This design comes from an exercise in tuning for small area and a short achievable clock period on the open sky130 flow, not from production work.
RTL that was checked went through simulation tests only; none was proved equivalent to the original.
Power figures rest on the tool's default switching activity, not on a simulated workload.

==> job 9177 <==
Design mproc, start of the top module:
module mproc (input wire clk, reset, input wire [15:0] d_in, output wire [6:0] addr, output wire [15:0] d_out);
  reg pa, pb, pc_;           
  reg [15:0] ir;             
  reg op0;                   
  reg carry;
  reg [6:0] pc;
  reg [15:0] opa, opb;
  reg [71:0] pp;             
  always @(posedge clk) begin
    pa  <= reset | pc_;
    pb  <= ~reset & pa;
    pc_ <= ~reset & pb;
  end
  always @(posedge clk) ir <= d_in;
  always @(posedge clk)
    if (reset) op0 <= 1'b0;
    else if (pb) op0 <= d_in[9];
  wire ld = ir[15];
  wire is_alu = (ir[15:12] == 4'b0000);
  wire wr = ld | is_alu;
  wire [2:0] rd = ir[8:6];
  wire [15:0] alu_o, mul;
  wire cout;
  alu alu_0 ({ir[11:10], op0}, opa, opb, alu_o, cout);
  mul_tree mul_0 (pp, {opb[15], opb[13], opb[11], opb[9], opb[7], opb[5], opb[3], opb[1]}, mul);
  always @(posedge clk) carry <= cout;
  wire sel_mul = pc_ & is_alu & ({ir[11:10], op0} == 3'd5) & ~reset;
  wire [15:0] other = reset ? 16'h0000 : (ld ? d_in : alu_o);
  wire [15:0] wdata = sel_mul ? mul : other;
  wire wen = pc_ & wr;
  wire [7:1] we;
  genvar i;
  ...
==> module alu, before the edit <==
module alu (input wire [2:0] op, input wire [15:0] a, b,
  output wire [15:0] o, output wire cout);
  wire binv = op[0];
  wire [15:0] bx = b ^ {16{binv}};
  wire [15:0] g = a & bx;
  wire [15:0] p = a ^ bx;
  wire [15:0] c;    
  bk16 bk (g, p, binv, c);
  wire [15:0] s = p ^ {c[14:0], binv};
  assign cout = c[15];
  wire [3:0] n = b[3:0];
  wire [15:0] ar;
  genvar k;
  generate for (k = 0; k < 16; k = k + 1) begin : rv
    assign ar[k] = a[15-k];
  end endgenerate
  wire [15:0] si = op[0] ? ar : a;
  wire [15:0] sh = si << n;
  wire [15:0] shr;
  generate for (k = 0; k < 16; k = k + 1) begin : rv2
    assign shr[k] = sh[15-k];
  end endgenerate
  wire [15:0] shrq = {shr[15:10], shr[9] & (n != 4'd6), shr[8] & (n != 4'd7), shr[7:0]};
  reg [15:0] r;
  always @(*) begin
    case (op)
      3'd0, 3'd1: r = s;
      3'd2: r = g;
      3'd3: r = a | ~p;
      3'd4: r = p;
      3'd6: r = sh;
      3'd7: r = shrq;
      default: r = 16'h0000;
    endcase
  end
  assign o = r;
endmodule
==> module mproc, before the edit <==
module mproc (input wire clk, reset, input wire [15:0] d_in, output wire [6:0] addr, output wire [15:0] d_out);
  reg pa, pb, pc_;           
  reg [15:0] ir;             
  reg op0;                   
  reg carry;
  reg [6:0] pc;
  reg [15:0] opa, opb;
  reg [71:0] pp;             
  always @(posedge clk) begin
    pa  <= reset | pc_;
    pb  <= ~reset & pa;
    pc_ <= ~reset & pb;
  end
  always @(posedge clk) ir <= d_in;
  always @(posedge clk)
    if (reset) op0 <= 1'b0;
    else if (pb) op0 <= d_in[9];
  wire ld = ir[15];
  wire is_alu = (ir[15:12] == 4'b0000);
  wire wr = ld | is_alu;
  wire [2:0] rd = ir[8:6];
  wire [15:0] alu_o, mul;
  wire cout;
  alu alu_0 ({ir[11:10], op0}, opa, opb, alu_o, cout);
  mul_tree mul_0 (pp, {opb[15], opb[13], opb[11], opb[9], opb[7], opb[5], opb[3], opb[1]}, mul);
  always @(posedge clk) carry <= cout;
  wire sel_mul = pc_ & is_alu & ({ir[11:10], op0} == 3'd5) & ~reset;
  wire [15:0] other = reset ? 16'h0000 : (ld ? d_in : alu_o);
  wire [15:0] wdata = sel_mul ? mul : other;
  wire wen = pc_ & wr;
  wire [7:1] we;
  genvar i;
  generate for (i = 1; i < 8; i = i + 1) begin : g_we
    assign we[i] = reset | (wen & (rd == i));
  end endgenerate
  wire [15:0] qa, qb;
  reg_file rf (clk, we, wdata, d_in[2:0], d_in[5:3], qa, qb);
  wire [71:0] pp_n;
  booth_pp ppg (qa, qb, pp_n);
  always @(posedge clk) pp <= pp_n;
  wire ldop = pb & ~reset;
  wire fwa = wen & (rd == ir[2:0]) & (rd != 3'd0);
  wire fwb = wen & (rd == ir[5:3]) & (rd != 3'd0);
  wire [15:0] opa_d = sel_mul ? mul : (ldop ? qa : other);
  wire [15:0] opb_d = sel_mul ? mul : (ldop ? qb : other);
  always @(posedge clk) begin
    if (ldop | reset | fwa) opa <= opa_d;
    if (ldop | reset | fwb) opb <= opb_d;
  end
  wire j = pc_ & ir[14] & carry;
  wire [6:0] delta = ld ? (j ? 7'h7f : 7'h01) : (j ? (~ir[6:0] + 7'h01) : 7'h00);
  always @(posedge clk)
    if (reset) pc <= 7'h00;
    else if (pa) pc <= pc + 7'h01;
    else if (pc_) pc <= pc + delta;
  assign addr = pc;
  assign d_out = opa;
endmodule
==> flow/config.mk <==
export PLATFORM = sky130hd
export DESIGN_NAME = mproc
export DESIGN_NICKNAME = mproc
export VERILOG_FILES = /design/flow/design.v
export SDC_FILE = /design/flow/constraint.sdc
export NUM_CORES = 4
export LEC_CHECK = 0
export ABC_AREA = 1
export CAP_MARGIN = 20
export CORE_MARGIN = 2
export CORE_UTILIZATION = 40
export CTS_BUF_LIST = sky130_fd_sc_hd__clkbuf_8
export CTS_CLUSTER_SIZE = 20
export SETUP_SLACK_MARGIN = 5
export SLEW_MARGIN = 20
==> flow/constraint.sdc <==
create_clock -name core_clock -period 10.0 [get_ports {clk}]
set_input_delay 2.0000 -clock core_clock [delete_from_list [all_inputs] [get_ports {clk}]]
set_output_delay 2.0000 -clock core_clock [all_outputs]
set_load 0.01 [all_outputs]
standard.sh (not shown) runs the stock make flow with config.mk's settings and CLKGATE_MAP_FILE= SYNTH_SCRIPT=/design/flow/synth_recipe.tcl, a recipe that flattens the netlist after the stock synthesis.
==> flow/flow/run.sh <==
#!/bin/bash
set -euo pipefail
MARGIN=6.5
sed -e "s/SETUP_SLACK_MARGIN=[0-9.]*/SETUP_SLACK_MARGIN=$MARGIN/" \
    -e "s|CLKGATE_MAP_FILE= |CLKGATE_MAP_FILE= 'BUFFER_PORTS_ARGS=-buffer_cell sky130_fd_sc_hd__buf_2' |" \
    standard.sh > my_standard.sh
bash my_standard.sh > layout.log 2>&1
==> inputs of job 5725, as changes to job 9177 <==
--- a/flow/design.v
+++ b/flow/design.v
@@ -210,10 +210,11 @@
 module alu (input wire [2:0] op, input wire [15:0] a, b,
-  output wire [15:0] o, output wire cout);
+  output wire [15:0] s, g, o_or, p, sh, shrq, output wire cout);
   wire binv = op[0];
   wire [15:0] bx = b ^ {16{binv}};
-  wire [15:0] g = a & bx;
-  wire [15:0] p = a ^ bx;
+  assign g = a & bx;
+  assign p = a ^ bx;
   wire [15:0] c;    
   bk16 bk (g, p, binv, c);
-  wire [15:0] s = p ^ {c[14:0], binv};
+  assign s = p ^ {c[14:0], binv};
+  assign o_or = a | ~p;
   assign cout = c[15];
@@ -226,3 +227,3 @@
   wire [15:0] si = op[0] ? ar : a;
-  wire [15:0] sh = si << n;
+  assign sh = si << n;
   wire [15:0] shr;
@@ -231,16 +232,3 @@
   end endgenerate
-  wire [15:0] shrq = {shr[15:10], shr[9] & (n != 4'd6), shr[8] & (n != 4'd7), shr[7:0]};
-  reg [15:0] r;
-  always @(*) begin
-    case (op)
-      3'd0, 3'd1: r = s;
-      3'd2: r = g;
-      3'd3: r = a | ~p;
-      3'd4: r = p;
-      3'd6: r = sh;
-      3'd7: r = shrq;
-      default: r = 16'h0000;
-    endcase
-  end
-  assign o = r;
+  assign shrq = {shr[15:10], shr[9] & (n != 4'd6), shr[8] & (n != 4'd7), shr[7:0]};
 endmodule
@@ -321,10 +309,22 @@
   wire [2:0] rd = ir[8:6];
-  wire [15:0] alu_o, mul;
+  wire [2:0] op = {ir[11:10], op0};
+  wire [15:0] r_sum, r_and, r_or, r_xor, r_shl, r_shr, mul;
   wire cout;
-  alu alu_0 ({ir[11:10], op0}, opa, opb, alu_o, cout);
+  alu alu_0 (op, opa, opb, r_sum, r_and, r_or, r_xor, r_shl, r_shr, cout);
   mul_tree mul_0 (pp, {opb[15], opb[13], opb[11], opb[9], opb[7], opb[5], opb[3], opb[1]}, mul);
   always @(posedge clk) carry <= cout;
-  wire sel_mul = pc_ & is_alu & ({ir[11:10], op0} == 3'd5) & ~reset;
-  wire [15:0] other = reset ? 16'h0000 : (ld ? d_in : alu_o);
-  wire [15:0] wdata = sel_mul ? mul : other;
+  wire exe = pc_ & ~reset;
+  wire xa = exe & is_alu;
+  wire s_ld  = exe & ld;
+  wire s_add = xa & (op[2:1] == 2'd0);
+  wire s_and = xa & (op == 3'd2);
+  wire s_or  = xa & (op == 3'd3);
+  wire s_xor = xa & (op == 3'd4);
+  wire s_mul = xa & (op == 3'd5);
+  wire s_shl = xa & (op == 3'd6);
+  wire s_shr = xa & (op == 3'd7);
+  wire [15:0] res = ({16{s_ld}} & d_in) | ({16{s_add}} & r_sum) | ({16{s_and}} & r_and) |
+                    ({16{s_or}} & r_or) | ({16{s_xor}} & r_xor) | ({16{s_shl}} & r_shl) |
+                    ({16{s_shr}} & r_shr);
+  wire [15:0] wdata = res | ({16{s_mul}} & mul);
   wire wen = pc_ & wr;
@@ -343,4 +343,4 @@
   wire fwb = wen & (rd == ir[5:3]) & (rd != 3'd0);
-  wire [15:0] opa_d = sel_mul ? mul : (ldop ? qa : other);
-  wire [15:0] opb_d = sel_mul ? mul : (ldop ? qb : other);
+  wire [15:0] opa_d = wdata | ({16{ldop}} & qa);
+  wire [15:0] opb_d = wdata | ({16{ldop}} & qb);
   always @(posedge clk) begin
--- a/flow/flow/run.sh
+++ b/flow/flow/run.sh
@@ -2,3 +2,3 @@
 set -euo pipefail
-MARGIN=6.5
+MARGIN=6.2
 sed -e "s/SETUP_SLACK_MARGIN=[0-9.]*/SETUP_SLACK_MARGIN=$MARGIN/" \
--- a/flow/config.mk
+++ b/flow/config.mk
@@ -8,3 +8,3 @@
 export ABC_AREA = 1
-export CAP_MARGIN = 20
+export CAP_MARGIN = 0
 export CORE_MARGIN = 2
@@ -12,4 +12,4 @@
 export CTS_BUF_LIST = sky130_fd_sc_hd__clkbuf_8
-export CTS_CLUSTER_SIZE = 20
+export CTS_CLUSTER_SIZE = 16
 export SETUP_SLACK_MARGIN = 5
-export SLEW_MARGIN = 20
+export SLEW_MARGIN = 0
==> inputs of job 7107, as changes to job 9177 <==
--- a/flow/design.v
+++ b/flow/design.v
@@ -210,10 +210,11 @@
 module alu (input wire [2:0] op, input wire [15:0] a, b,
-  output wire [15:0] o, output wire cout);
+  output wire [15:0] s, g, o_or, p, sh, shrq, output wire cout);
   wire binv = op[0];
   wire [15:0] bx = b ^ {16{binv}};
-  wire [15:0] g = a & bx;
-  wire [15:0] p = a ^ bx;
+  assign g = a & bx;
+  assign p = a ^ bx;
   wire [15:0] c;    
   bk16 bk (g, p, binv, c);
-  wire [15:0] s = p ^ {c[14:0], binv};
+  assign s = p ^ {c[14:0], binv};
+  assign o_or = a | ~p;
   assign cout = c[15];
@@ -226,3 +227,3 @@
   wire [15:0] si = op[0] ? ar : a;
-  wire [15:0] sh = si << n;
+  assign sh = si << n;
   wire [15:0] shr;
@@ -231,16 +232,3 @@
   end endgenerate
-  wire [15:0] shrq = {shr[15:10], shr[9] & (n != 4'd6), shr[8] & (n != 4'd7), shr[7:0]};
-  reg [15:0] r;
-  always @(*) begin
-    case (op)
-      3'd0, 3'd1: r = s;
-      3'd2: r = g;
-      3'd3: r = a | ~p;
-      3'd4: r = p;
-      3'd6: r = sh;
-      3'd7: r = shrq;
-      default: r = 16'h0000;
-    endcase
-  end
-  assign o = r;
+  assign shrq = {shr[15:10], shr[9] & (n != 4'd6), shr[8] & (n != 4'd7), shr[7:0]};
 endmodule
@@ -321,10 +309,22 @@
   wire [2:0] rd = ir[8:6];
-  wire [15:0] alu_o, mul;
+  wire [2:0] op = {ir[11:10], op0};
+  wire [15:0] r_sum, r_and, r_or, r_xor, r_shl, r_shr, mul;
   wire cout;
-  alu alu_0 ({ir[11:10], op0}, opa, opb, alu_o, cout);
+  alu alu_0 (op, opa, opb, r_sum, r_and, r_or, r_xor, r_shl, r_shr, cout);
   mul_tree mul_0 (pp, {opb[15], opb[13], opb[11], opb[9], opb[7], opb[5], opb[3], opb[1]}, mul);
   always @(posedge clk) carry <= cout;
-  wire sel_mul = pc_ & is_alu & ({ir[11:10], op0} == 3'd5) & ~reset;
-  wire [15:0] other = reset ? 16'h0000 : (ld ? d_in : alu_o);
-  wire [15:0] wdata = sel_mul ? mul : other;
+  wire exe = pc_ & ~reset;
+  wire xa = exe & is_alu;
+  wire s_ld  = exe & ld;
+  wire s_add = xa & (op[2:1] == 2'd0);
+  wire s_and = xa & (op == 3'd2);
+  wire s_or  = xa & (op == 3'd3);
+  wire s_xor = xa & (op == 3'd4);
+  wire s_mul = xa & (op == 3'd5);
+  wire s_shl = xa & (op == 3'd6);
+  wire s_shr = xa & (op == 3'd7);
+  wire [15:0] res = ({16{s_ld}} & d_in) | ({16{s_add}} & r_sum) | ({16{s_and}} & r_and) |
+                    ({16{s_or}} & r_or) | ({16{s_xor}} & r_xor) | ({16{s_shl}} & r_shl) |
+                    ({16{s_shr}} & r_shr);
+  wire [15:0] wdata = res | ({16{s_mul}} & mul);
   wire wen = pc_ & wr;
@@ -343,4 +343,4 @@
   wire fwb = wen & (rd == ir[5:3]) & (rd != 3'd0);
-  wire [15:0] opa_d = sel_mul ? mul : (ldop ? qa : other);
-  wire [15:0] opb_d = sel_mul ? mul : (ldop ? qb : other);
+  wire [15:0] opa_d = wdata | ({16{ldop}} & qa);
+  wire [15:0] opb_d = wdata | ({16{ldop}} & qb);
   always @(posedge clk) begin
--- a/flow/config.mk
+++ b/flow/config.mk
@@ -12,3 +12,3 @@
 export CTS_BUF_LIST = sky130_fd_sc_hd__clkbuf_8
-export CTS_CLUSTER_SIZE = 20
+export CTS_CLUSTER_SIZE = 16
 export SETUP_SLACK_MARGIN = 5
==> run notes <==
| metric | job 9177 | job 5725 | job 7107 |
|---|---|---|---|
| Total wire length after detailed routing | 55.8 mm | 54.7 mm | 58.6 mm |
| Dominant cell type by count on the critical path | sky130_fd_sc_hd__fa_1 | sky130_fd_sc_hd__fa_1 | - |
| Inst Count DP | 2566 | 2578 | 2573 |
| Static leakage power | 0.00930 uW | 0.00856 uW | 0.00903 uW |
| Post-cts repair resize count | 131 | 36 | 116 |
| Register area | 6320 sq um | 6310 sq um | 6310 sq um |
| Result of the run | complete, no violations | complete, no violations | complete, no violations |
| Reported net switching power | 2430 uW | 1700 uW | 1970 uW |
| Share of total power consumed by net switching | 43.7% | 41.5% | 42.5% |
| Core utilization of the finished layout | 50.8% | 46.6% | 49.7% |
| Pin count of the biggest net entering global routing | 33 | 43 | 35 |
| Max Clock Freq | 0.251 GHz | 0.253 GHz | 0.256 GHz |
| Num CTS Buffers | 43 | 45 | 45 |
| Worst hold slack across all endpoints | 470 ps | 473 ps | 475 ps |
| Signed area change from the synthesized netlist to the final layout | 24.6% | 14.4% | 21.8% |
| Placer congestion estimate | 0.938 | 0.972 | 0.957 |
| Area post-placement | 16800 sq um | 16600 sq um | 16700 sq um |
| Multi-input gates | 1474 | 1488 | 1491 |
| Net Count, Synth | 2193 | 2196 | 2196 |
| Mean instance size in the synthesized netlist | 7.69 sq um | 7.68 sq um | 7.68 sq um |
Only the layout flow was run in job 9177; the RTL was not checked for function there.

[re-timing with driven ports]
The results above use ideal ports. As a check the final layouts listed here were re-extracted and re-timed, cells and wires unchanged. Step 1 assumes that a clkbuf_16 drives the clock port and a buf_2 every other input. Step 2 moves the port delays by t, midway between the first and last clock arrival at a register: inputs arrive t later, outputs are due t later. That takes back most of the time a late clock gives input paths. Slacks: ideal ports / drivers / drivers and shift; pairs: ideal ports / drivers.
run	t (ns)	slack for setup (ns)	clock arrival spread, ns
job 9177	0.616	6.019 / 6.019 / 5.908	0.045 / 0.044
job 5725	0.643	6.051 / 6.051 / 5.534	0.030 / 0.030
job 7107	0.652	6.089 / 6.089 / 5.887	0.057 / 0.056
After both steps every run listed still meets setup and hold. The setup slack of job 5725, which loses most, moves by 0.000 ns with the drivers and by -0.517 ns with both steps.
